Background: an optimization exercise with open tools, aiming at small area. Do not read the settings as production practice.
In this exercise RTL edits were held to simulation tests only and were not proved equivalent to the original.
No run shown here takes its clock network from TritonCTS; it comes from the design's own scripts or RTL.
The clock input has no modelled driver; a real chip could not lean on it and would need a root buffer or a full tree.
Power and IR drop assume default switching activity.

File: flow/flow/run.sh
#!/bin/bash
# The standard layout (standard.sh) with these changes:
#  - synthesis skips the extraction of full and half adders (ADDER_MAP_FILE is empty), so that
#    ABC maps all of the logic;
#  - synthesis maps logic with the ABC script flow/abc_area.script (ABC_AREA is 1). Synthesis
#    runs once for each ABC random seed in SEEDS and the smallest netlist is kept; everything
#    else in synthesis is the standard one, so the registers are the same in every run;
#  - ports are buffered with sky130_fd_sc_hd__buf_1;
#  - in place of the clock tree, the clock port drives four clkbuf_8, each placed at the
#    centre of a quarter of the flip-flops and driving their clock pins (flow/clock_buffers.tcl).
# Logs: make's output in synth_seed*.log and standard.log; each seed's Yosys log in
# yosys_seed*.log; each step's log in orfs/logs/.
set -euo pipefail
W=$(pwd)
R=$W/orfs/results/sky130hd/cpu/base
REP=$W/orfs/reports/sky130hd/cpu/base
LOGD=$W/orfs/logs/sky130hd/cpu/base
SEEDS="3"
for S in $SEEDS; do
  rm -rf scripts_s$S
  cp -r "$FLOW_HOME/scripts" scripts_s$S
  sed "s/@SEED@/$S/g" flow/abc_area.script > scripts_s$S/abc_area.script
done
export ADDER_MAP_FILE=
export BUFFER_PORTS_ARGS="-buffer_cell sky130_fd_sc_hd__buf_1"
export PRE_CTS_TCL="$W/flow/clock_buffers.tcl"
export CTS_ONE_BUF=sky130_fd_sc_hd__buf_6
export CTS_NBUF=4
export SKIP_REPAIR_TIE_FANOUT=1

best_area=""
first=1
for S in $SEEDS; do
  if [ $first = 1 ]; then
    SCRIPTS_DIR=$W/scripts_s$S bash standard.sh synth > synth_seed$S.log 2>&1
    first=0
  else
    SCRIPTS_DIR=$W/scripts_s$S bash standard.sh do-yosys > synth_seed$S.log 2>&1
  fi
  cp $LOGD/1_2_yosys.log yosys_seed$S.log
  area=$(sed -n "s/.*Chip area for module '\\\\cpu': \([0-9.]*\).*/\1/p" $REP/synth_stat.txt | head -1)
  echo "seed $S: area $area" | tee -a synth_seeds.txt
  if [ -z "$best_area" ] || awk -v a="$area" -v b="$best_area" 'BEGIN { exit !(a < b) }'; then
    best_area=$area
    cp $R/1_2_yosys.v best_1_2_yosys.v
    cp $REP/synth_stat.txt best_synth_stat.txt
    echo "seed $S is the best so far" | tee -a synth_seeds.txt
  fi
done
cp best_1_2_yosys.v $R/1_2_yosys.v
cp best_synth_stat.txt $REP/synth_stat.txt
touch $R/1_2_yosys.v
SCRIPTS_DIR=$W/scripts_s${SEEDS%% *} bash standard.sh > standard.log 2>&1
File: flow/flow/abc_area.script
strash
&get -n
&deepsyn -J 300 -T 200 -S @SEED@
&st
&dch
&nf -R 1000
&put
strash
&get -n
&deepsyn -J 300 -T 200 -S @SEED@
&st
&dch
&nf -R 1000
&put
File: flow/flow/clock_buffers.tcl
# Replaces clock_tree_synthesis: the clock port drives CTS_NBUF clock buffers,
# each placed at the centre of a group of nearby flip-flops and driving their
# clock pins.
rename clock_tree_synthesis __orig_clock_tree_synthesis
proc cluster_centre { its } {
  set sx 0
  set sy 0
  foreach it $its {
    set bb [[$it getInst] getBBox]
    set sx [expr {$sx + ([$bb xMin] + [$bb xMax]) / 2}]
    set sy [expr {$sy + ([$bb yMin] + [$bb yMax]) / 2}]
  }
  set n [llength $its]
  return [list [expr {$sx / $n}] [expr {$sy / $n}]]
}
proc sort_by { its axis } {
  set keyed {}
  foreach it $its {
    set bb [[$it getInst] getBBox]
    if { $axis == "x" } {
      lappend keyed [list [expr {[$bb xMin] + [$bb xMax]}] $it]
    } else {
      lappend keyed [list [expr {[$bb yMin] + [$bb yMax]}] $it]
    }
  }
  set out {}
  foreach k [lsort -integer -index 0 $keyed] { lappend out [lindex $k 1] }
  return $out
}
proc split_half { its axis } {
  set s [sort_by $its $axis]
  set h [expr {[llength $s] / 2}]
  return [list [lrange $s 0 [expr {$h - 1}]] [lrange $s $h end]]
}
proc clock_tree_synthesis { args } {
  set db [ord::get_db]
  set block [ord::get_db_block]
  set master [$db findMaster $::env(CTS_ONE_BUF)]
  set nbuf $::env(CTS_NBUF)
  set clk [$block findNet CLOCK]
  set sinks [$clk getITerms]
  puts "manual clock buffering: [llength $sinks] clock sinks, $nbuf x $::env(CTS_ONE_BUF)"
  set groups [list $sinks]
  if { $nbuf >= 2 } { set groups [split_half $sinks x] }
  if { $nbuf >= 4 } {
    set g {}
    foreach h $groups { foreach q [split_half $h y] { lappend g $q } }
    set groups $g
  }
  set i 0
  foreach grp $groups {
    set inst [odb::dbInst_create $block $master clkbuf_leaf_$i]
    set net [odb::dbNet_create $block clknet_leaf_$i]
    $net setSigType CLOCK
    foreach it $grp {
      $it disconnect
      $it connect $net
    }
    [$inst findITerm A] connect $clk
    [$inst findITerm X] connect $net
    lassign [cluster_centre $grp] x y
    $inst setLocation $x $y
    $inst setPlacementStatus PLACED
    puts "  clkbuf_leaf_$i: [llength $grp] sinks at $x $y"
    incr i
  }
  set_propagated_clock [all_clocks]
}
File: flow/standard.sh
#!/bin/bash
# synth_recipe.tcl (not shown) runs the flow's synth.tcl, then flattens the netlist and writes it again
# the make line also repeats each setting of config.mk as NAME=value (left out here)
make -C /OpenROAD-flow-scripts/flow DESIGN_CONFIG=/design/flow/config.mk WORK_HOME=/design/flow/orfs CLKGATE_MAP_FILE= SYNTH_SCRIPT=/design/flow/synth_recipe.tcl "${@:-finish}"
File: flow/config.mk
export PLATFORM = sky130hd
export DESIGN_NAME = cpu
export DESIGN_NICKNAME = cpu
export VERILOG_FILES = /design/flow/design.v
export SDC_FILE = /design/flow/constraint.sdc
export NUM_CORES = 4
export LEC_CHECK = 0
export ABC_AREA = 1
export CAP_MARGIN = 20
export CORE_MARGIN = 2
export CORE_UTILIZATION = 70
export SLEW_MARGIN = 20
File: flow/constraint.sdc
create_clock -name core_clock -period 5.0 [get_ports {CLOCK}]
set_input_delay 1.0000 -clock core_clock [delete_from_list [all_inputs] [get_ports {CLOCK}]]
set_output_delay 1.0000 -clock core_clock [all_outputs]
set_load 0.01 [all_outputs]
File: flow/design.v
module cpu (
  input  logic       CLOCK,
  input  logic       RESET,
  input  logic [7:0] read_bus,
  output logic [3:0] ctrl_bus,
  output logic [7:0] addr_bus,
  output logic [7:0] write_bus,
  output logic [7:0] OUT
);
  logic [3:0] st;
  logic       init_slot;
  logic [3:0] ph;    
  logic [7:0] a, l, ip, sp, t, opc, mar;
  logic       fc, fz, fs, fo, cy;
  logic is_cmp, is_arith, is_push, is_pop, is_jmp, is_jcc, is_jump, is_data, is_nop, is_hlt, is_nh;
  assign is_cmp   = (opc[7:6] == 2'b10);
  assign is_arith = (opc[7:6] == 2'b01) | is_cmp;
  assign is_push  = (opc[7:3] == 5'b11000);
  assign is_pop   = (opc[7:3] == 5'b11001);
  assign is_jmp   = (opc == 8'b11010000);
  assign is_jcc   = (opc[7:4] == 4'b1110);
  assign is_jump  = is_jmp | is_jcc;
  assign is_data  = ~(opc[7] & opc[6]) | is_push | is_pop;    
  assign is_nop   = (opc == 8'b11111110);
  assign is_nh    = ~is_data & ~is_jump;                       
  assign is_hlt   = is_nh & ~is_nop;
  logic [2:0] sm, dm;
  assign sm = is_pop ? 3'b101 : is_jump ? 3'b011 : opc[2:0];
  assign dm = is_push ? 3'b101 : is_pop ? opc[2:0] : opc[5:3];
  logic cb, taken;
  always_comb begin
    case (opc[3:1])
      3'b000:  cb = fo;
      3'b001:  cb = fc;
      3'b010:  cb = fz;
      3'b011:  cb = fc | fz;
      3'b100:  cb = fs;
      3'b101:  cb = ~opc[0];
      3'b110:  cb = fs ^ fo;
      default: cb = fz | (fs ^ fo);
    endcase
    taken = is_jmp | (cb ^ opc[0]);
  end
  logic a_bit, d_bit;
  logic [7:0] phs;   
  assign phs = {~ph[2] & ph[3], ~ph[1] & ph[2], ~ph[0] & ph[1], ph[3] & ph[0],
                ph[2] & ~ph[3], ph[1] & ~ph[2], ph[0] & ~ph[1], ~ph[3] & ~ph[0]};
  assign a_bit = |(a & phs);
  assign d_bit = |(read_bus & phs);
  logic xa, xsp, xip, xd, yt, yd, y1, neg, cin;
  logic ld_ip, ld_sp, ld_spl, ld_t, ld_l, clr_l, ld_f, ld_a, ld_opc, sh_mar, ld_mar, we, init;
  logic ph0, ph1, ph7;
  assign ph0 = phs[0];
  assign ph1 = phs[1];
  assign ph7 = phs[7];
  logic s_fa, s_fb, s_sa, s_sb, s_sc, s_da, s_db, s_cm;
  assign s_fa = ~st[3] & ~st[0];
  assign s_fb =  st[0] & ~st[1];
  assign s_sa =  st[1] & ~st[2];
  assign s_sb =  st[2] & ~st[3];
  assign s_sc =  st[3] &  st[0];
  assign s_da = ~st[0] &  st[1];
  assign s_db = ~st[1] &  st[2];
  assign s_cm = ~st[2] &  st[3];
  logic dst_ph, adr_sl, val_sl;
  logic [2:0] m;
  assign dst_ph = s_fa | s_da | s_db | s_cm;    
  assign m      = dst_ph ? dm : sm;
  assign adr_sl = s_sa | s_da;
  assign val_sl = s_sc | s_cm;
  assign xip    = s_fa | (adr_sl & m[1]) | (s_sc & is_jump);
  assign xa     = (adr_sl & ~m[1] & ~m[2]) | (val_sl & (m == 3'b000));
  assign xsp    = s_sb | (adr_sl & ~m[1] & m[2]) | (val_sl & (m == 3'b100));
  assign xd     = (s_sc & ~is_jump & (m[1:0] != 2'b00)) | (s_cm & (m[1] ^ m[0]));
  assign yt     = s_cm;
  assign yd     = s_sc & is_jump & taken;
  assign y1     = s_da & is_push;
  assign neg    = s_cm & is_cmp;
  assign cin    = s_fa | (adr_sl & m[1]) | s_sb;
  assign ld_ip  = (s_fa & ~is_hlt) | (s_sa & m[1] & ~is_nh) | (s_sc & is_jump)
                | (s_da & m[1] & ~m[0] & is_data);
  assign ld_sp  = (s_sb & is_pop) | (s_da & is_push);
  assign ld_spl = s_fa & is_data & (m == 3'b100);
  assign ld_t   = s_sc;
  assign ld_l   = (s_sc & is_data & ~is_cmp) | (s_cm & is_arith & ~is_cmp);
  assign clr_l  = (s_sa & ~is_data) | init_slot;
  assign init   = init_slot;
  assign ld_f   = s_cm & is_arith;
  assign ld_a   = s_fa & is_data & (m == 3'b000) & ph0;
  assign ld_opc = s_fb & ph1;
  assign sh_mar = s_fa | s_sa | s_da;
  assign ld_mar = ph1 & (s_sb | s_db) & (m[1:0] == 2'b10);
  assign we     = s_fa & ph0 & is_data & ((m == 3'b101) | (m[1:0] == 2'b10));
  logic xb, yb, seen, b, ci, sum, co;
  assign xb   = (xa & a_bit) | (xsp & sp[0]) | (xip & ip[0]) | (xd & d_bit);
  assign yb   = (yt & t[0]) | (yd & d_bit) | y1;
  assign seen = ~ph0 & fo;
  assign b    = yb ^ (neg & seen);
  assign ci   = ph0 ? cin : cy;
  assign sum  = xb ^ b ^ ci;
  assign co   = (xb & b) | (xb & ci) | (b & ci);
  always_ff @(posedge CLOCK) begin
    if (RESET) begin
      st <= 4'b1000;
      init_slot <= 1'b1;
      ph <= 4'd0;
      a  <= 8'd0;
      fc <= 1'b0; fz <= 1'b0; fs <= 1'b0; fo <= 1'b0;
      opc[7:6] <= 2'b00;
      opc[4:3] <= 2'b11;
    end else begin
      ph <= {ph[2:0], ~ph[3]};
      if (ph7) begin
        st <= {st[2:0], ~st[3]};
        init_slot <= 1'b0;
      end
      if (ld_a) a <= l;
      if (ld_f) begin
        fz <= (ph0 | fz) & ~sum;
        fo <= ph7 ? (~xb & ~(yb ^ neg) & sum) : (seen | yb);
        if (ph7) begin
          fs <= sum;
          fc <= co;
        end
      end
      if (ld_opc) begin
        opc[7:6] <= read_bus[7:6];
        opc[4:3] <= read_bus[4:3];
      end
    end
  end
  always_ff @(posedge CLOCK) begin
    cy <= co;
    l  <= {clr_l ? 1'b0 : ld_l ? sum : l[0], l[7:1]};
    ip <= {init | (ld_ip ? sum : ip[0]), ip[7:1]};
    sp <= {init ? ph7 : ld_sp ? sum : ld_spl ? l[0] : sp[0], sp[7:1]};
    t  <= {ld_t ? sum : t[0], t[7:1]};
    if (ld_opc) begin
      opc[5]   <= read_bus[5];
      opc[2:0] <= read_bus[2:0];
    end
    if (ld_mar) mar <= read_bus;
    else if (sh_mar) mar <= {sum, mar[7:1]};
  end
  assign addr_bus  = mar;
  assign write_bus = l;
  assign ctrl_bus  = {2'b00, we, 1'b0};
  assign OUT       = a;
endmodule
==> reports/summary.txt, run 1 <==
P_leak -> 0.0009879 uW
Initial DRT Pass Iterations -> 5
# IOs -> 38
vias in the first global route -> 1968
Reg clk slew, reported paths -> 0.11 ns
max cap viols -> 0
die height -> 64.67 um
grt ovf -> 0
main area contributors after synthesis -> dfxtp_1 (45%), edfxtp_1 (14%), a22o_1 (4.8%)
port bufs -> 34
initial antenna violation count -> 0
Final nets -> 302
skew final -> 0.007385 ns
CP startpoint kind -> register
# fillers -> 258
slowest CP cell -> dfxtp_1
share of layout cells above drive strength 1 -> 1.724%
pin count of the biggest net entering global routing -> 19
synthesized instance count -> 255
Wirelength per Cell -> 17.27 um
Placer Congestion -> 0.9169
top-count cell post-synth -> dfxtp_1
routed wire length -> 5.838 mm
ys flop type -> dfxtp_1
Slowest Stage Delay on Critical Path -> 0.53 ns
DRC -> 0
via count -> 2081
critical path capture point type -> primary output
count of hold-fix buffers inserted at cts -> 0
num rows -> 22
Starting DRT DRC Count -> 264
Setup Viol. Count Final -> 0
Netlist cell types -> 40
final std cells w/o fill -> 338
gr usage total -> 29.15%
Power Density -> 293.0 nW/um2
Vias/cell -> 6.157
fin crit share -> 77.93%
Starting Density -> 71.44%
status -> complete, no violations
setup TNS -> 0 ns
Critical Path AT -> 2.90 ns
Resized cells post-CTS -> 0
P&R area growth vs syn -> 8.159%
Synth area leader -> dfxtp_1
HPWL after detailed placement -> 4.458 mm
final hold vios -> 0
number of synthesized flops with an enable pin -> 12
mapped cell area -> 2576 um2
Clk Latency, worst-skew pair -> 0.14 ns
Most common cell on crit path -> nor2_1
largest fanout on the critical path -> 9
global-route wire length before repair -> 9.487 mm
CP required -> 4.00 ns
Worst-Margin Slew -> 0.7015 ns
DIE AREA -> 4182 um2
unrepaired setup endpoints after global routing -> false
# Post-CTS Setup Buffers -> 0
#FFs+latches synth -> 70
sequential share of the synthesized area -> 59.06%
ant diodes -> 0
Yosys top cell area share -> 45.07%
YS warnings -> 1
worst min path class -> reg -> reg
Final ANT Viol Nets -> 0
die span in x -> 64.67 um
Avg Inst Size Synth -> 10.10 um2
Slew Limit Fails -> 0
critical-path cell list -> nand2b_1 -> nand3b_1 -> o31ai_1 -> and2_0 -> nor2_1 -> o21ai_0 -> nor2_1 -> a2111oi_0 -> buf_1
Cells after DPL -> 334
Crit Path Class -> reg -> out
worst ir drop on vdd -> 0.2945 mV
FMAX -> 0.2566 GHz
top post-synthesis cells by count -> dfxtp_1 (58), nor2_1 (28), nand2_1 (20), a21oi_1 (17), o21ai_0 (16)
Max transition margin -> 53.23%
FFs w/ async S/R, synth -> 0%
min cycle time layout -> 3.897 ns
core area -> 3606 um2
worst paths after layout:
check / from / to / slack (ns) / cells past startpoint
max: opc[3] / ctrl_bus[1] / 1.10 / 9
min: t[1] / t[0] / 0.33 / 0
max reg2reg: opc[3] / fo / 1.26 / 12
min reg2reg: t[1] / t[0] / 0.33 / 0
cell type report:
type                            instances  area (um2)  share of cell area [%]
Multi-Input combinational cell        167       972.2                   34.89
Inverter                               14       52.55                   1.886
Sequential cell                        70        1521                   54.60
Timing Repair Buffer                   35       135.1                   4.850
Buffer                                  4       45.04                   1.617
Tap cell                               48       60.06                   2.155
worst max-delay path, delay by kind of cell (launching register included):
family | cells | cell delay (ns)
compound gates | 3 | 1.26
buf+inv | 1 | 0.20
flops | 1 | 0.53
simple gates | 5 | 0.77
cells by family (layout without fill, tap and decap cells):
family	count (synthesis)	after routing	share of synthesized area, %
AND/OR/NAND/NOR	84	84	15.49
multiplexers	2	2	0.8741
XOR/XNOR	5	5	1.700
flip-flops	70	70	59.06
AO/OA/AOI/OAI	75	75	19.53
other	1	1	0.1456
buffers and inverters	18	53	3.205
registers in the layout, summed over array words and instances (netlist names):
name / count
a: 8
cy: 1
fc: 1
fo: 1
fs: 1
fz: 1
init_slot: 1
ip: 8
l: 8
mar: 8
opc: 8
ph: 4
sp: 8
st: 4
t: 8
through the flow:
stage / setup WS, ns / util, % / total power [uW] / hold slack [ns] / instance area [um2]
2_1_floorplan: 1.628 / - / 621.1 / 0.3096 / 2576
3_3_place_gp: 1.295 / 76.02 / 632.6 / 0.3102 / 2741
3_5_place_dp: 1.100 / 76.02 / 633.9 / 0.3138 / 2741
4_1_cts: 1.138 / 77.27 / 816.3 / 0.3303 / 2786
5_1_grt: 0.8549 / 77.27 / 839.0 / 0.3346 / 2786
6_report: 1.103 / 77.27 / 816.4 / 0.3294 / 2786
where the power goes:
group	internal (uW)	total [uW]	switching (uW)	leakage (uW)
Sequential	580	587	6.31	0.000580
Clock	64.7	194	130	0.0000242
Combinational	11.5	35.4	23.9	0.000384
Total	656	816	160	0.000988
metal layers:
layer / track usage (%) / wire length, um
met1: 38.01 / 2335
met2: 52.08 / 2871
met3: 2.257 / 427
met4: 8.777 / 204
met5: 0 / 0
cells in the final DEF (no fill, tap or decap), drive strengths merged, types with 5 or more instances in the layout:
| master | n |
|---|---|
| nor2 | 28 |
| o21ai | 16 |
| nand4 | 5 |
| o22ai | 6 |
| edfxtp | 12 |
| dfxtp | 58 |
| nand2b | 5 |
| a22oi | 5 |
| nand2 | 20 |
| a21oi | 17 |
| buf | 39 |
| nor2b | 6 |
| a22o | 14 |
| clkinv | 14 |
| nand3 | 6 |
==> inputs of run 2 (changes only) <==
--- a/flow/flow/run.sh
+++ b/flow/flow/run.sh
@@ -25,7 +25,6 @@
 export BUFFER_PORTS_ARGS="-buffer_cell sky130_fd_sc_hd__buf_1"
 export PRE_CTS_TCL="$W/flow/clock_buffers.tcl"
-export CTS_ONE_BUF=sky130_fd_sc_hd__buf_6
+export CTS_ONE_BUF=sky130_fd_sc_hd__buf_8
 export CTS_NBUF=4
-export SKIP_REPAIR_TIE_FANOUT=1
 
 best_area=""
==> run 2 against run 1 <==
  * Register-to-register slack better by 0.06 ns
  * Utilization up 0.62 points
  * Wire length down 3.4%
  * Combinational power about the same
  * Sequential power about the same
  * Power up 3.1%
  * Clock power up 13%
  * Area after synthesis unchanged
  * Hold slack worse by 0.0047 ns
  * Sequential cell count unchanged
  * Global-route usage down 1.5 points
  * Critical path type unchanged
  * Critical endpoint unchanged
  * Largest power group unchanged
==> reports/summary.txt, run 2 <==
worst min path class -> reg -> reg
# fillers -> 258
Starting DRT DRC Count -> 182
Resized cells post-CTS -> 0
Wirelength per Cell -> 16.58 um
r2r startpoint -> opc[3]
hold path depth -> 0
HP Start -> t[1]
core area -> 3606 um2
Power Density -> 299.6 nW/um2
via count -> 2072
simple-gate area share of the yosys netlist -> 15.49%
vias in the first global route -> 1947
Slowest Stage Delay on Critical Path -> 0.55 ns
area taken by multi-input logic gates -> 979.7 um2
grt ovf -> 0
setup TNS -> 0 ns
die span in x -> 64.67 um
Flop pwr share -> 69.7%
# IOs -> 38
Avg Inst Size Synth -> 10.10 um2
mapped cell area -> 2576 um2
max cap viols -> 0
flop2flop setup slack -> 1.32 ns
final std cells w/o fill -> 340
share of layout cells above drive strength 1 -> 1.712%
worst ir drop on vdd -> 0.2947 mV
Max transition margin -> 52.89%
Final ANT Viol Nets -> 0
Yosys top cell area share -> 45.07%
Reg clk slew, reported paths -> 0.09 ns
unrepaired setup endpoints after global routing -> false
Most common cell on crit path -> nor2_1
status -> complete, no violations
fin crit share -> 78.28%
synthesized instance count -> 255
port bufs -> 34
critical path capture point type -> primary output
Cells after DPL -> 336
FFs w/ async S/R, synth -> 0%
DIE AREA -> 4182 um2
num rows -> 22
routed wire length -> 5.638 mm
total power -> 841.6 uW
# Post-CTS Setup Buffers -> 0
most common cell after layout, fill and taps aside -> dfxtp_1
die height -> 64.67 um
adder-cell share of the synthesized area -> 0%
#FFs+latches synth -> 70
top post-synthesis cells by count -> dfxtp_1 (58), nor2_1 (28), nand2_1 (20), a21oi_1 (17), o21ai_0 (16)
area post-placement -> 2749 um2
DRC -> 0
delay-heaviest family, CP -> compound AO/OA/AOI/OAI gates
post-synthesis compound-gate area fraction -> 19.52%
P&R area growth vs syn -> 9.033%
Starting Density -> 71.44%
Placer Congestion -> 0.9145
top-count cell post-synth -> dfxtp_1
Hold WS -> 0.3248 ns
Synth area leader -> dfxtp_1
count of hold-fix buffers inserted at cts -> 0
HPWL after detailed placement -> 4.222 mm
WHS Endpoint -> t[0]
number of synthesized flops with an enable pin -> 12
Net Switching -> 157.8 uW
Reg area -> 1521 um2
Clk Latency, worst-skew pair -> 0.12 ns
sequential share of the synthesized area -> 59.06%
ant diodes -> 0
CP required -> 4.00 ns
Final nets -> 304
Comb pwr share -> 4.2%
final hold vios -> 0
main combinational cell family by area after synthesis -> compound AO/OA/AOI/OAI gates
Slew Limit Fails -> 0
Netlist cell types -> 40
min cycle time layout -> 3.914 ns
Setup Viol. Count Final -> 0
portion of netlist area occupied by mux cells -> 0.8742%
worst path buffer plus inverter count -> 1
skew final -> 0.01060 ns
Initial DRT Pass Iterations -> 5
Critical Path AT -> 2.91 ns
YS warnings -> 1
initial antenna violation count -> 0
CP startpoint kind -> register
Vias/cell -> 6.094
global-route wire length before repair -> 9.163 mm
gr usage total -> 27.66%
Post-Synth XOR/XNOR Area -> 1.700%
R2R depth -> 13
Clock power frac -> 26.1%
P_leak -> 0.0009999 uW
most frequent cells in the layout -> dfxtp_1 (58), buf_1 (34), nor2_1 (28), nand2_1 (20), a21oi_1 (17)
Pint -> 683.7 uW
Worst-Margin Slew -> 0.7066 ns
ys flop type -> dfxtp_1
Crit Path Class -> reg -> out
Reg-to-Reg End -> sp[7]
Sw Share -> 18.76%
pin count of the biggest net entering global routing -> 19
largest fanout on the critical path -> 9
critical-path cell list -> nand2b_1 -> nand3b_1 -> o31ai_1 -> and2_0 -> nor2_1 -> o21ai_0 -> nor2_1 -> a2111oi_0 -> buf_1
post-route cell area -> 2809 um2
FMAX -> 0.2555 GHz
main area contributors after synthesis -> dfxtp_1 (45%), edfxtp_1 (14%), a22o_1 (4.8%)
slowest CP cell -> o21ai_0
## run 2: changes by cell type in the layout (fill, tap and decap cells not counted)
| cell | previous run | this run |
|---|---|---|
| buf_6 | 4 | 0 |
| buf_8 | 0 | 4 |
| conb_1 | 1 | 3 |
## run 2: worst reg2reg max path, stage by stage (launching register included)
cell,delay [ns]
dfxtp_1,0.51
nand2b_1,0.15
nand3b_1,0.09
o31ai_1,0.25
and2_0,0.27
nand3_1,0.12
o311ai_0,0.65
xnor2_1,0.15
o21ai_0,0.32
xor2_1,0.19
xnor2_1,0.45
nor2b_1,0.10
nor3_1,0.22
a21oi_1,0.07
## run 2: final cells by class
class                           instances  share of cell area, %
Buffer                                  4                  2.138
Inverter                               14                  1.871
Multi-Input combinational cell        169                  34.88
Sequential cell                        70                  54.16
Tap cell                               48                  2.138
Timing Repair Buffer                   35                  4.811
## run 2: cells by family after synthesis
group	Yosys count
AND/OR/NAND/NOR	84
other	1
XOR/XNOR	5
flip-flops	70
multiplexers	2
buffers and inverters	18
AO/OA/AOI/OAI	75
## run 2: worst max path at each step
stage,start,endpoint,slack (ns),depth (start not counted)
floorplan,read_bus[3],fo,1.63,11
global placement,read_bus[3],fo,1.29,12
detailed placement,read_bus[3],fo,1.14,12
CTS,opc[3],ctrl_bus[1],1.10,9
global route,opc[3],ctrl_bus[1],0.85,9
finish,opc[3],ctrl_bus[1],1.09,9
## run 2: through the flow
step | util, % | setup WS (ns)
after global routing | 77.90 | 0.8501
final | 77.90 | 1.086
after CTS | 77.90 | 1.102
after floorplan | - | 1.628
after global placement | 76.23 | 1.291
after detailed placement | 76.23 | 1.143
## run 2: per-layer routing
metal	up-vias	share of wire (%)	routed length [um]	GRT usage (%)
li1	992	-	-	-
met1	956	42	2396	37.24
met2	109	49	2741	48.44
met3	15	6.4	360	1.910
met4	0	2.5	141	7.979
met5	-	0	0	0
## run 2: power groups by stage
stage          Combinational [uW]  Sequential [uW]  Clock [uW]
3_5_place_dp                 34.2              599           0
2_1_floorplan                23.1              598           0
3_3_place_gp                 33.7              599           0
5_1_grt                      38.2              588         242
6_report                     35.1              587         220
4_1_cts                      34.4              587         222
==> inputs of run 3 (changes only) <==
--- a/flow/flow/run.sh
+++ b/flow/flow/run.sh
@@ -7,6 +7,8 @@
 #    else in synthesis is the standard one, so the registers are the same in every run;
 #  - ports are buffered with sky130_fd_sc_hd__buf_1;
-#  - in place of the clock tree, the clock port drives four clkbuf_8, each placed at the
-#    centre of a quarter of the flip-flops and driving their clock pins (flow/clock_buffers.tcl).
+#  - in place of the clock tree, the clock port drives four buf_6, each placed at the
+#    centre of a quarter of the flip-flops and driving their clock pins (flow/clock_buffers.tcl);
+#  - the floorplan keeps synthesis's single tie cell for the constant outputs
+#    (SKIP_REPAIR_TIE_FANOUT is 1) instead of one tie cell for each.
 # Logs: make's output in synth_seed*.log and standard.log; each seed's Yosys log in
 # yosys_seed*.log; each step's log in orfs/logs/.
@@ -25,6 +27,7 @@
 export BUFFER_PORTS_ARGS="-buffer_cell sky130_fd_sc_hd__buf_1"
 export PRE_CTS_TCL="$W/flow/clock_buffers.tcl"
-export CTS_ONE_BUF=sky130_fd_sc_hd__buf_8
+export CTS_ONE_BUF=sky130_fd_sc_hd__buf_6
 export CTS_NBUF=4
+export SKIP_REPAIR_TIE_FANOUT=1
 
 best_area=""
--- a/flow/config.mk
+++ b/flow/config.mk
@@ -7,6 +7,6 @@
 export LEC_CHECK = 0
 export ABC_AREA = 1
-export CAP_MARGIN = 20
+export CAP_MARGIN = 0
 export CORE_MARGIN = 2
 export CORE_UTILIZATION = 70
-export SLEW_MARGIN = 20
+export SLEW_MARGIN = 0
==> run 3 against run 2 <==
  * Still clean
  * Clock power shrank 12%
  * Fmax grew 0.45%
  * Register-to-register slack lost 0.06 ns
  * Global-route usage grew 1.5 points
  * Hold slack gained 0.0047 ns
  * Clock skew shrank 0.0032 ns
  * Cell area shrank 0.80%
  * Highest routed layer unchanged
==> reports/summary.txt, run 3 <==
Vias/cell -> 6.157
synthesized instance count -> 255
Setup Viol. Count Final -> 0
mapped cell area -> 2576 um2
FFs w/ async S/R, synth -> 0%
YS warnings -> 1
worst ir drop on vdd -> 0.2945 mV
initial antenna violation count -> 0
Synth area leader -> dfxtp_1
ys flop type -> dfxtp_1
number of synthesized flops with an enable pin -> 12
setup TNS -> 0 ns
area post-placement -> 2741 um2
share of layout cells above drive strength 1 -> 1.724%
# IOs -> 38
status -> complete, no violations
core area -> 3606 um2
P_leak -> 0.0009879 uW
Power Density -> 293.0 nW/um2
min cycle time layout -> 3.897 ns
# Post-CTS Setup Buffers -> 0
Net Switching -> 159.9 uW
DIE AREA -> 4182 um2
final hold vios -> 0
Comb pwr share -> 4.3%
ant diodes -> 0
via count -> 2081
max cap viols -> 0
Flop pwr share -> 71.8%
Starting DRT DRC Count -> 264
Max transition margin -> 53.23%
sequential share of the synthesized area -> 59.06%
FMAX -> 0.2566 GHz
Yosys top cell area share -> 45.07%
global-route wire length before repair -> 9.487 mm
Worst Setup SP -> opc[3]
most common cell after layout, fill and taps aside -> dfxtp_1
fin worst setup slack -> 1.103 ns
Slew Limit Fails -> 0
port bufs -> 34
Resized cells post-CTS -> 0
Most common cell on crit path -> nor2_1
Wirelength per Cell -> 17.27 um
Pint -> 656.5 uW
# fillers -> 258
Slowest Stage Delay on Critical Path -> 0.53 ns
Final nets -> 302
gr usage total -> 29.15%
die height -> 64.67 um
Starting Density -> 71.44%
vias in the first global route -> 1968
pin count of the biggest net entering global routing -> 19
skew final -> 0.007385 ns
CP startpoint kind -> register
HP Start -> t[1]
Avg Inst Size Synth -> 10.10 um2
critical-path cell list -> nand2b_1 -> nand3b_1 -> o31ai_1 -> and2_0 -> nor2_1 -> o21ai_0 -> nor2_1 -> a2111oi_0 -> buf_1
main area contributors after synthesis -> dfxtp_1 (45%), edfxtp_1 (14%), a22o_1 (4.8%)
DRC -> 0
Placer Congestion -> 0.9169
Initial DRT Pass Iterations -> 5
P&R area growth vs syn -> 8.159%
num rows -> 22
Final ANT Viol Nets -> 0
Clk Latency, worst-skew pair -> 0.14 ns
Crit Path Class -> reg -> out
Reg clk slew, reported paths -> 0.11 ns
critical path capture point type -> primary output
post-route cell area -> 2786 um2
HPWL after detailed placement -> 4.458 mm
pre-CTS setup slack -> 1.100 ns
Util after Layout -> 77.27%
#FFs+latches synth -> 70
grt ovf -> 0
worst min path class -> reg -> reg
routed wire length -> 5.838 mm
r2r startpoint -> opc[3]
top-count cell post-synth -> dfxtp_1
CP required -> 4.00 ns
total power -> 816.4 uW
most frequent cells in the layout -> dfxtp_1 (58), buf_1 (34), nor2_1 (28), nand2_1 (20), a21oi_1 (17)
slowest CP cell -> dfxtp_1
top post-synthesis cells by count -> dfxtp_1 (58), nor2_1 (28), nand2_1 (20), a21oi_1 (17), o21ai_0 (16)
Sw Share -> 19.59%
unrepaired setup endpoints after global routing -> false
largest fanout on the critical path -> 9
die span in x -> 64.67 um
Clock power frac -> 23.8%
Worst-Margin Slew -> 0.7015 ns
fin crit share -> 77.93%
Netlist cell types -> 40
count of hold-fix buffers inserted at cts -> 0
Critical Path AT -> 2.90 ns
-- run 3: final cells by class --
cell class	instances	area, um2	area share [%]
Buffer	4	45.04	1.617
Inverter	14	52.55	1.886
Multi-Input combinational cell	167	972.2	34.89
Sequential cell	70	1521	54.60
Tap cell	48	60.06	2.155
Timing Repair Buffer	35	135.1	4.850
-- run 3: kinds of logic (layout without fill, tap and decap cells) --
logic type / count (synthesis) / after routing / share of synthesized area [%]
and+or+nand+nor: 84 / 84 / 15.49
AOI/OAI and AO/OA: 75 / 75 / 19.53
other: 1 / 1 / 0.1456
DFF: 70 / 70 / 59.06
buffers and inverters: 18 / 53 / 3.205
muxes: 2 / 2 / 0.8741
xor gates and xnor gates: 5 / 5 / 1.700
-- run 3: power by group through the flow --
| stage | clock network [uW] | logic (uW) | registers (uW) |
|---|---|---|---|
| final | 194 | 35.4 | 587 |
| after detailed placement | 0 | 34.4 | 600 |
| after CTS | 195 | 34.8 | 586 |
| after global routing | 213 | 38.8 | 587 |
| after global placement | 0 | 33.7 | 599 |
| after floorplan | 0 | 23.1 | 598 |
-- run 3: stage by stage --
stage | instances | hold WS, ns
after floorplan | 255 | 0.3096
after global placement | 334 | 0.3102
after detailed placement | 334 | 0.3138
after CTS | 338 | 0.3303
after global routing | 338 | 0.3346
final | 338 | 0.3294
-- run 3: layer usage --
layer	global-route usage [%]	share of wire [%]	vias to the layer above
li1	-	-	992
met1	38.01	40	943
met2	52.08	49	124
met3	2.257	7.3	22
met4	8.777	3.5	0
met5	0	0	-
-- run 3: final timing paths --
kind	cells past startpoint	slack, ns	to
worst min-delay path	0	0.33	t[0]
worst max-delay path	9	1.10	ctrl_bus[1]
worst min register to register	0	0.33	t[0]
worst max register to register	12	1.26	fo
-- run 3: critical path: cells and delay by family, from the launching register on --
family          cells  cell delay [ns]
compound gates      3             1.26
simple gates        5             0.77
flops               1             0.53
buf+inv             1             0.20
==> inputs of run 4 (changes only) <==
--- a/flow/flow/run.sh
+++ b/flow/flow/run.sh
@@ -25,4 +25,5 @@
 done
 export ADDER_MAP_FILE=
+export SYNTH_INSBUF=0
 export BUFFER_PORTS_ARGS="-buffer_cell sky130_fd_sc_hd__buf_1"
 export PRE_CTS_TCL="$W/flow/clock_buffers.tcl"
--- a/flow/config.mk
+++ b/flow/config.mk
@@ -7,6 +7,7 @@
 export LEC_CHECK = 0
 export ABC_AREA = 1
-export CAP_MARGIN = 0
+export CAP_MARGIN = 20
 export CORE_MARGIN = 2
 export CORE_UTILIZATION = 70
-export SLEW_MARGIN = 0
+export GPL_TIMING_DRIVEN = 0
+export SLEW_MARGIN = 20
==> run 4 against run 3 <==
  * Highest routed layer unchanged
  * Cell count is 0.89% lower
  * Critical endpoint is now fo
  * Sequential share of layout area rose by 0.20 points
  * Register-to-register slack worse by 0.23 ns
  * Sequential cell count is the same
==> reports/summary.txt, run 4 <==
most frequent cells in the layout -> dfxtp_1 (58), buf_1 (34), nor2_1 (28), nand2_1 (20), a21oi_1 (17)
DIE AREA -> 4136 um2
sequential share of the synthesized area -> 59.75%
max cap viols -> 0
YS warnings -> 1
# fillers -> 222
ant diodes -> 0
HPWL after detailed placement -> 4.250 mm
FFs w/ async S/R, synth -> 0%
Flop pwr share -> 71.9%
worst min path class -> reg -> reg
skew final -> 0.01376 ns
Reg clk slew, reported paths -> 0.11 ns
vias in the first global route -> 1984
Wirelength per Cell -> 17.13 um
Net Switching -> 159.7 uW
Pint -> 656.5 uW
pin count of the biggest net entering global routing -> 19
P&R area growth vs syn -> 9.042%
Sw Share -> 19.57%
Clk Latency, worst-skew pair -> 0.14 ns
total power -> 816.2 uW
Worst-Margin Slew -> 0.9398 ns
Initial DRT Pass Iterations -> 4
Synth area leader -> dfxtp_1
CP required -> 5.04 ns
Max transition margin -> 37.12%
num rows -> 21
R2R depth -> 12
flop2flop setup slack -> 1.03 ns
Setup Viol. Count Final -> 0
die span in x -> 64.31 um
DRC -> 0
Yosys top cell area share -> 45.60%
synthesized instance count -> 251
count of hold-fix buffers inserted at cts -> 0
grt ovf -> 0
Reg-to-Reg End -> fo
final hold vios -> 0
Worst Setup SP -> read_bus[3]
unrepaired setup endpoints after global routing -> false
FMAX -> 0.2488 GHz
gr usage total -> 28.47%
Critical Path AT -> 4.06 ns
worst ir drop on vdd -> 0.3161 mV
Final ANT Viol Nets -> 0
port bufs -> 34
status -> complete, no violations
CP startpoint kind -> primary input
Slew Limit Fails -> 0
core area -> 3416 um2
min cycle time layout -> 4.019 ns
Vias/cell -> 6.155
Crit Path Class -> in -> reg
setup TNS -> 0 ns
share of layout cells above drive strength 1 -> 1.384%
fin crit share -> 80.39%
#FFs+latches synth -> 70
P_leak -> 0.0009824 uW
Comb pwr share -> 4.4%
most common cell after layout, fill and taps aside -> dfxtp_1
Resized cells post-CTS -> 0
Avg Inst Size Synth -> 10.14 um2
Placer Congestion -> 0.9486
Clock power frac -> 23.8%
# Post-CTS Setup Buffers -> 0
mapped cell area -> 2546 um2
Starting Density -> 74.54%
number of synthesized flops with an enable pin -> 12
initial antenna violation count -> 0
r2r startpoint -> opc[3]
global-route wire length before repair -> 9.370 mm
Starting DRT DRC Count -> 230
Final nets -> 301
critical path capture point type -> register
via count -> 2062
routed wire length -> 5.737 mm
top post-synthesis cells by count -> dfxtp_1 (58), nor2_1 (28), nand2_1 (20), a21oi_1 (17), o21ai_0 (16)
# IOs -> 38
Power Density -> 294.0 nW/um2
Critical path destination -> fo
die height -> 64.31 um
main area contributors after synthesis -> dfxtp_1 (46%), edfxtp_1 (14%), a22o_1 (4.8%)
Netlist cell types -> 39
top-count cell post-synth -> dfxtp_1
ys flop type -> dfxtp_1
hold path depth -> 0
largest fanout on the critical path -> 7
## run 4: changes by cell type after synthesis
cell,before,now
buf_4,4,0
## run 4: routing by layer
metal	up-vias	share of wire, %	wire length [um]	GRT usage [%]
met5	-	0	0	0
met4	0	2.0	113	4.521
met3	12	7.2	412	1.937
met2	90	49	2822	50.13
met1	972	42	2389	39.58
li1	988	-	-	-
## run 4: cell type report
type	instances	area (um2)	share of cell area, %
tap	46	57.56	2.073
timing repair buffer	34	127.6	4.597
sequential	70	1521	54.80
multi-input combinational	167	972.2	35.02
inverter	14	52.55	1.893
buffer	4	45.04	1.622
## run 4: worst max-delay path, cell delays in order
cell and delay [ns]:
buf_1 0.07, clkinv_1 0.11, o22ai_1 0.19, a22oi_1 0.10, and3_1 0.21, o311ai_0 0.64
xnor2_1 0.19, o21ai_0 0.29, xor2_1 0.17, xnor2_1 0.59, nor3_1 0.18, a32o_1 0.30
## run 4: cells by family (layout without fill, tap and decap cells)
logic type                after synthesis  count (layout)  synth area share, %
AOI/OAI and AO/OA                      75              75                19.76
xor gates and xnor gates                5               5                1.720
buffers and inverters                  14              52                2.064
DFF                                    70              70                59.75
muxes                                   2               2               0.8845
other                                   1               1               0.1473
and+or+nand+nor                        84              84                15.68
## run 4: per-stage QoR
stage | instance area [um2] | util [%] | cells | setup WS, ns | hold WS [ns]
2_1_floorplan | 2546 | - | 251 | 1.628 | 0.3096
3_3_place_gp | 2731 | 79.96 | 331 | 0.9601 | 0.3109
3_5_place_dp | 2731 | 79.96 | 331 | 0.8902 | 0.3128
4_1_cts | 2776 | 81.28 | 335 | 1.018 | 0.3373
5_1_grt | 2776 | 81.28 | 335 | 0.6645 | 0.3433
6_report | 2776 | 81.28 | 335 | 0.9805 | 0.3374
## run 4: power by group through the flow
stage          sequential, uW  combinational (uW)  clock [uW]
2_1_floorplan             598                21.4           0
5_1_grt                   588                40.0         212
4_1_cts                   586                35.5         192
3_5_place_dp              599                35.2           0
3_3_place_gp              599                34.0           0
6_report                  586                35.8         194
## run 4: worst min-delay path by stage
stage	start	endpoint	slack [ns]
floorplan	ip[1]	ip[0]	0.31
finish	t[3]	t[2]	0.34
detailed placement	t[3]	t[2]	0.31
global route	t[3]	t[2]	0.34
global placement	ip[7]	ip[6]	0.31
CTS	t[3]	t[2]	0.34
==> inputs of run 5 (changes only) <==
--- a/flow/flow/run.sh
+++ b/flow/flow/run.sh
@@ -18,5 +18,5 @@
 REP=$W/orfs/reports/sky130hd/cpu/base
 LOGD=$W/orfs/logs/sky130hd/cpu/base
-SEEDS="3"
+SEEDS="0 1 2 3 4 5 6 7"
 for S in $SEEDS; do
   rm -rf scripts_s$S
@@ -25,5 +25,4 @@
 done
 export ADDER_MAP_FILE=
-export SYNTH_INSBUF=0
 export BUFFER_PORTS_ARGS="-buffer_cell sky130_fd_sc_hd__buf_1"
 export PRE_CTS_TCL="$W/flow/clock_buffers.tcl"
--- a/flow/config.mk
+++ b/flow/config.mk
@@ -10,4 +10,3 @@
 export CORE_MARGIN = 2
 export CORE_UTILIZATION = 70
-export GPL_TIMING_DRIVEN = 0
 export SLEW_MARGIN = 20
==> run 5 against run 4 <==
  * Still clean
  * Cell area is 0.36% higher
  * Hold slack worse by 0.0079 ns
  * Power hardly changed
  * Highest routed layer unchanged
==> reports/summary.txt, run 5 <==
CP required -> 4.00 ns
grt ovf -> 0
# IOs -> 38
Max transition margin -> 53.23%
largest fanout on the critical path -> 9
HPWL after detailed placement -> 4.458 mm
vias in the first global route -> 1968
skew final -> 0.007385 ns
Wirelength per Cell -> 17.27 um
Reg clk slew, reported paths -> 0.11 ns
Starting Density -> 71.44%
top post-synthesis cells by count -> dfxtp_1 (58), nor2_1 (28), nand2_1 (20), a21oi_1 (17), o21ai_0 (16)
gr usage total -> 29.15%
Resized cells post-CTS -> 0
number of synthesized flops with an enable pin -> 12
final hold vios -> 0
routed wire length -> 5.838 mm
flop2flop setup slack -> 1.26 ns
P&R area growth vs syn -> 8.159%
core area -> 3606 um2
Power Density -> 293.0 nW/um2
Final nets -> 302
Yosys top cell area share -> 45.07%
status -> complete, no violations
ant diodes -> 0
pin count of the biggest net entering global routing -> 19
Final ANT Viol Nets -> 0
worst ir drop on vdd -> 0.2945 mV
Synth area leader -> dfxtp_1
global-route wire length before repair -> 9.487 mm
setup TNS -> 0 ns
top-count cell post-synth -> dfxtp_1
max cap viols -> 0
Netlist cell types -> 40
area post-placement -> 2741 um2
fin crit share -> 77.93%
die span in x -> 64.67 um
Clk Latency, worst-skew pair -> 0.14 ns
Critical Path AT -> 2.90 ns
initial antenna violation count -> 0
Initial DRT Pass Iterations -> 5
# fillers -> 258
Reg area -> 1521 um2
main area contributors after synthesis -> dfxtp_1 (45%), edfxtp_1 (14%), a22o_1 (4.8%)
most frequent cells in the layout -> dfxtp_1 (58), buf_1 (34), nor2_1 (28), nand2_1 (20), a21oi_1 (17)
P_leak -> 0.0009879 uW
mapped cell area -> 2576 um2
# Post-CTS Setup Buffers -> 0
Slew Limit Fails -> 0
Avg Inst Size Synth -> 10.10 um2
YS warnings -> 1
min cycle time layout -> 3.897 ns
post-route cell area -> 2786 um2
via count -> 2081
sequential share of the synthesized area -> 59.06%
ys flop type -> dfxtp_1
total power -> 816.4 uW
Starting DRT DRC Count -> 264
Setup Viol. Count Final -> 0
die height -> 64.67 um
Hold WS -> 0.3294 ns
FFs w/ async S/R, synth -> 0%
CP startpoint kind -> register
area taken by multi-input logic gates -> 972.2 um2
worst min path class -> reg -> reg
FMAX -> 0.2566 GHz
DRC -> 0
most common cell after layout, fill and taps aside -> dfxtp_1
Vias/cell -> 6.157
DIE AREA -> 4182 um2
synthesized instance count -> 255
share of layout cells above drive strength 1 -> 1.724%
unrepaired setup endpoints after global routing -> false
critical path capture point type -> primary output
num rows -> 22
Worst-Margin Slew -> 0.7015 ns
#FFs+latches synth -> 70
port bufs -> 34
Crit Path Class -> reg -> out
Placer Congestion -> 0.9169
count of hold-fix buffers inserted at cts -> 0
-- run 5: final cells by class --
class                   count  area share, %
inverters                  14          1.886
plain buffers               4          1.617
flip-flops and latches     70          54.60
repair buffers             35          4.850
multi-input cells         167          34.89
well taps                  48          2.155
-- run 5: routing by layer --
metal  global-route usage [%]  part of all wire, %
met3                    2.257                  7.3
met1                    38.01                   40
met2                    52.08                   49
met5                        0                    0
met4                    8.777                  3.5
-- run 5: through the flow --
| stage | setup WS, ns | instances | util, % |
|---|---|---|---|
| after floorplan | 1.628 | 255 | - |
| after global placement | 1.295 | 334 | 76.02 |
| after detailed placement | 1.100 | 334 | 76.02 |
| after CTS | 1.138 | 338 | 77.27 |
| after global routing | 0.8549 | 338 | 77.27 |
| final | 1.103 | 338 | 77.27 |
-- run 5: worst paths after layout --
path | startpoint | end | cells past startpoint
max | opc[3] | ctrl_bus[1] | 9
min | t[1] | t[0] | 0
max reg2reg | opc[3] | fo | 12
min reg2reg | t[1] | t[0] | 0
-- run 5: worst max-delay path, stage by stage (launching register included) --
cell and delay, ns:
dfxtp_1 0.53, nand2b_1 0.15, nand3b_1 0.10, o31ai_1 0.28, and2_0 0.28, nor2_1 0.06
o21ai_0 0.51, nor2_1 0.18, a2111oi_0 0.47, buf_1 0.20
-- run 5: where the power goes --
| group | internal, uW | switching, uW |
|---|---|---|
| Sequential | 580 | 6.31 |
| Clock | 64.7 | 130 |
| Combinational | 11.5 | 23.9 |
| Total | 656 | 160 |
-- run 5: cells by family after synthesis --
logic type / share of synthesized area (%)
flops: 59.06
buf+inv: 3.205
xor+xnor: 1.700
compound gates: 19.53
simple gates: 15.49
mux: 0.8741
other cells: 0.1456
==> inputs of run 6 (changes only) <==
--- a/flow/flow/run.sh
+++ b/flow/flow/run.sh
@@ -2,5 +2,5 @@
 # The standard layout (standard.sh) with these changes:
 #  - synthesis skips the extraction of full and half adders (ADDER_MAP_FILE is empty), so that
-#    ABC maps all of the logic;
+#    ABC maps all of the logic, and inserts no buffers between nets and ports (SYNTH_INSBUF is 0);
 #  - synthesis maps logic with the ABC script flow/abc_area.script (ABC_AREA is 1). Synthesis
 #    runs once for each ABC random seed in SEEDS and the smallest netlist is kept; everything
@@ -10,7 +10,5 @@
 #    centre of a quarter of the flip-flops and driving their clock pins (flow/clock_buffers.tcl);
 #  - the floorplan keeps synthesis's single tie cell for the constant outputs
-#    (SKIP_REPAIR_TIE_FANOUT is 1) instead of one tie cell for each.
-# Logs: make's output in synth_seed*.log and standard.log; each seed's Yosys log in
-# yosys_seed*.log; each step's log in orfs/logs/.
+#    (SKIP_REPAIR_TIE_FANOUT is 1) instead of one tie cell for each;
 set -euo pipefail
 W=$(pwd)
@@ -25,4 +23,5 @@
 done
 export ADDER_MAP_FILE=
+export SYNTH_INSBUF=0
 export BUFFER_PORTS_ARGS="-buffer_cell sky130_fd_sc_hd__buf_1"
 export PRE_CTS_TCL="$W/flow/clock_buffers.tcl"
--- a/flow/config.mk
+++ b/flow/config.mk
@@ -10,3 +10,4 @@
 export CORE_MARGIN = 2
 export CORE_UTILIZATION = 70
+export GPL_TIMING_DRIVEN = 0
 export SLEW_MARGIN = 20
==> run 6 against run 5 <==
  * Synthesized cell count shrank 1.6%
  * Power about the same
  * Setup slack worse by 0.12 ns
  * Area after synthesis down 1.2%
  * Critical path depth up 3
  * Sequential cell count unchanged
  * Still clean on timing, DRC and antenna
  * Register-to-register slack worse by 0.23 ns
  * Via count fell by 0.91%
  * Die area down 1.1%
  * Highest routed layer unchanged
  * Utilization grew 4.0 points
  * Sequential power is essentially flat
  * Cell count down 0.89%
==> reports/summary.txt, run 6 <==
Starting Density -> 74.54%
FFs w/ async S/R, synth -> 0%
final hold vios -> 0
R2R depth -> 12
die height -> 64.31 um
YS warnings -> 1
num rows -> 21
mapped cell area -> 2546 um2
Vias/cell -> 6.155
global-route wire length before repair -> 9.370 mm
Clk Latency, worst-skew pair -> 0.14 ns
critical path capture point type -> register
max cap viols -> 0
initial antenna violation count -> 0
Util after Layout -> 81.28%
# fillers -> 222
Sw Share -> 19.57%
port bufs -> 34
Power Density -> 294.0 nW/um2
worst ir drop on vdd -> 0.3161 mV
Worst-Margin Slew -> 0.9398 ns
Placer Congestion -> 0.9486
via count -> 2062
Final ANT Viol Nets -> 0
Yosys top cell area share -> 45.60%
pre-CTS setup slack -> 0.8902 ns
routed wire length -> 5.737 mm
status -> complete, no violations
HPWL after detailed placement -> 4.250 mm
share of layout cells above drive strength 1 -> 1.384%
skew final -> 0.01376 ns
worst min path class -> reg -> reg
die span in x -> 64.31 um
Clock power frac -> 23.8%
number of synthesized flops with an enable pin -> 12
pin count of the biggest net entering global routing -> 19
ys flop type -> dfxtp_1
main area contributors after synthesis -> dfxtp_1 (46%), edfxtp_1 (14%), a22o_1 (4.8%)
Flop pwr share -> 71.9%
P&R area growth vs syn -> 9.042%
Avg Inst Size Synth -> 10.14 um2
Comb pwr share -> 4.4%
largest fanout on the critical path -> 7
Reg-to-Reg End -> fo
fin crit share -> 80.39%
Reg clk slew, reported paths -> 0.11 ns
DRC -> 0
Pint -> 656.5 uW
HP Start -> t[3]
unrepaired setup endpoints after global routing -> false
Critical Path AT -> 4.06 ns
Initial DRT Pass Iterations -> 4
DIE AREA -> 4136 um2
hold path depth -> 0
most frequent cells in the layout -> dfxtp_1 (58), buf_1 (34), nor2_1 (28), nand2_1 (20), a21oi_1 (17)
gr usage total -> 28.47%
Synth area leader -> dfxtp_1
Setup Viol. Count Final -> 0
Net Switching -> 159.7 uW
fin worst setup slack -> 0.9805 ns
# IOs -> 38
FMAX -> 0.2488 GHz
count of hold-fix buffers inserted at cts -> 0
r2r startpoint -> opc[3]
Resized cells post-CTS -> 0
CP required -> 5.04 ns
flop2flop setup slack -> 1.03 ns
#FFs+latches synth -> 70
Final nets -> 301
Max transition margin -> 37.12%
WHS Endpoint -> t[2]
Starting DRT DRC Count -> 230
setup TNS -> 0 ns
Crit Path Class -> in -> reg
Wirelength per Cell -> 17.13 um
min cycle time layout -> 4.019 ns
Netlist cell types -> 39
ant diodes -> 0
Slew Limit Fails -> 0
P_leak -> 0.0009824 uW
# Post-CTS Setup Buffers -> 0
grt ovf -> 0
synthesized instance count -> 251
vias in the first global route -> 1984
top-count cell post-synth -> dfxtp_1
CP startpoint kind -> primary input
sequential share of the synthesized area -> 59.75%
core area -> 3416 um2
most common cell after layout, fill and taps aside -> dfxtp_1
top post-synthesis cells by count -> dfxtp_1 (58), nor2_1 (28), nand2_1 (20), a21oi_1 (17), o21ai_0 (16)
[run 6: cell count changes after synthesis]
cell,delta
buf_4,-4
[run 6: critical path, stage by stage]
cell      delay (ns)
buf_1           0.07
clkinv_1        0.11
o22ai_1         0.19
a22oi_1         0.10
and3_1          0.21
o311ai_0        0.64
xnor2_1         0.19
o21ai_0         0.29
xor2_1          0.17
xnor2_1         0.59
nor3_1          0.18
a32o_1          0.30
[run 6: layer usage]
layer / vias to the layer above / track usage [%] / wire [um]
met3: 12 / 1.937 / 412
met4: 0 / 4.521 / 113
met5: - / 0 / 0
met2: 90 / 50.13 / 2822
li1: 988 / - / -
met1: 972 / 39.58 / 2389
[run 6: final cells by class]
class	count	area, um2	share of cell area (%)
repair buffers	34	127.6	4.597
inverters	14	52.55	1.893
well taps	46	57.56	2.073
plain buffers	4	45.04	1.622
multi-input cells	167	972.2	35.02
flip-flops and latches	70	1521	54.80
[run 6: through the flow]
step / hold slack (ns) / cells / area [um2] / total power, uW
after CTS: 0.3373 / 335 / 2776 / 814.1
final: 0.3374 / 335 / 2776 / 816.2
after detailed placement: 0.3128 / 331 / 2731 / 634.5
after global placement: 0.3109 / 331 / 2731 / 632.8
after global routing: 0.3433 / 335 / 2776 / 839.4
after floorplan: 0.3096 / 251 / 2546 / 619.3
[run 6: how the worst max path moves through the flow]
stage	endpoint	cells past startpoint	slack [ns]	start
after global routing	fo	12	0.66	opc[1]
after global placement	fo	12	0.96	read_bus[3]
final	fo	12	0.98	read_bus[3]
after floorplan	fo	11	1.63	read_bus[3]
after detailed placement	fo	12	0.89	read_bus[3]
after CTS	fo	12	1.02	read_bus[3]
[run 6: logic make-up after synthesis]
kind of cell,Yosys count,share of synthesized area (%)
XOR/XNOR,5,1.720
buffers and inverters,14,2.064
AO/OA/AOI/OAI,75,19.76
multiplexers,2,0.8845
AND/OR/NAND/NOR,84,15.68
flip-flops,70,59.75
other,1,0.1473
[run 6: power by group through the flow]
| stage | Clock, uW | Sequential, uW | Combinational, uW |
|---|---|---|---|
| after global placement | 0 | 599 | 34.0 |
| final | 194 | 586 | 35.8 |
| after detailed placement | 0 | 599 | 35.2 |
| after floorplan | 0 | 598 | 21.4 |
| after global routing | 212 | 588 | 40.0 |
| after CTS | 192 | 586 | 35.5 |

==> port drivers added, routing unchanged <==
The flow's constraints put no driver on any port. The routed layouts listed below were extracted and timed again, unchanged, in two steps. Step 1, drivers: a clkbuf_16 drives CLOCK and a buf_2 each remaining input, both assumed. Step 2 moves the port delays by t, midway between the first and last clock arrival at a register: inputs arrive t later, outputs are due t later. That takes back most of the time a late clock gives input paths. Three values: ideal ports, drivers, drivers and shift; two values: the first two.
| run | t (ns) | slack for setup (ns) | worst data-port slew with drivers (ns) |
|---|---|---|---|
| run 1 | 0.194 | 1.103 / 1.042 / 1.066 | 0.04 |
| run 2 | 0.189 | 1.086 / 1.016 / 1.108 | 0.03 |
| run 3 | 0.194 | 1.103 / 1.042 / 1.066 | 0.04 |
| run 4 | 0.190 | 0.981 / 0.954 / 0.826 | 0.03 |
| run 5 | 0.194 | 1.103 / 1.042 / 1.066 | 0.04 |
| run 6 | 0.190 | 0.981 / 0.954 / 0.826 | 0.03 |
After both steps every run listed still meets setup and hold.
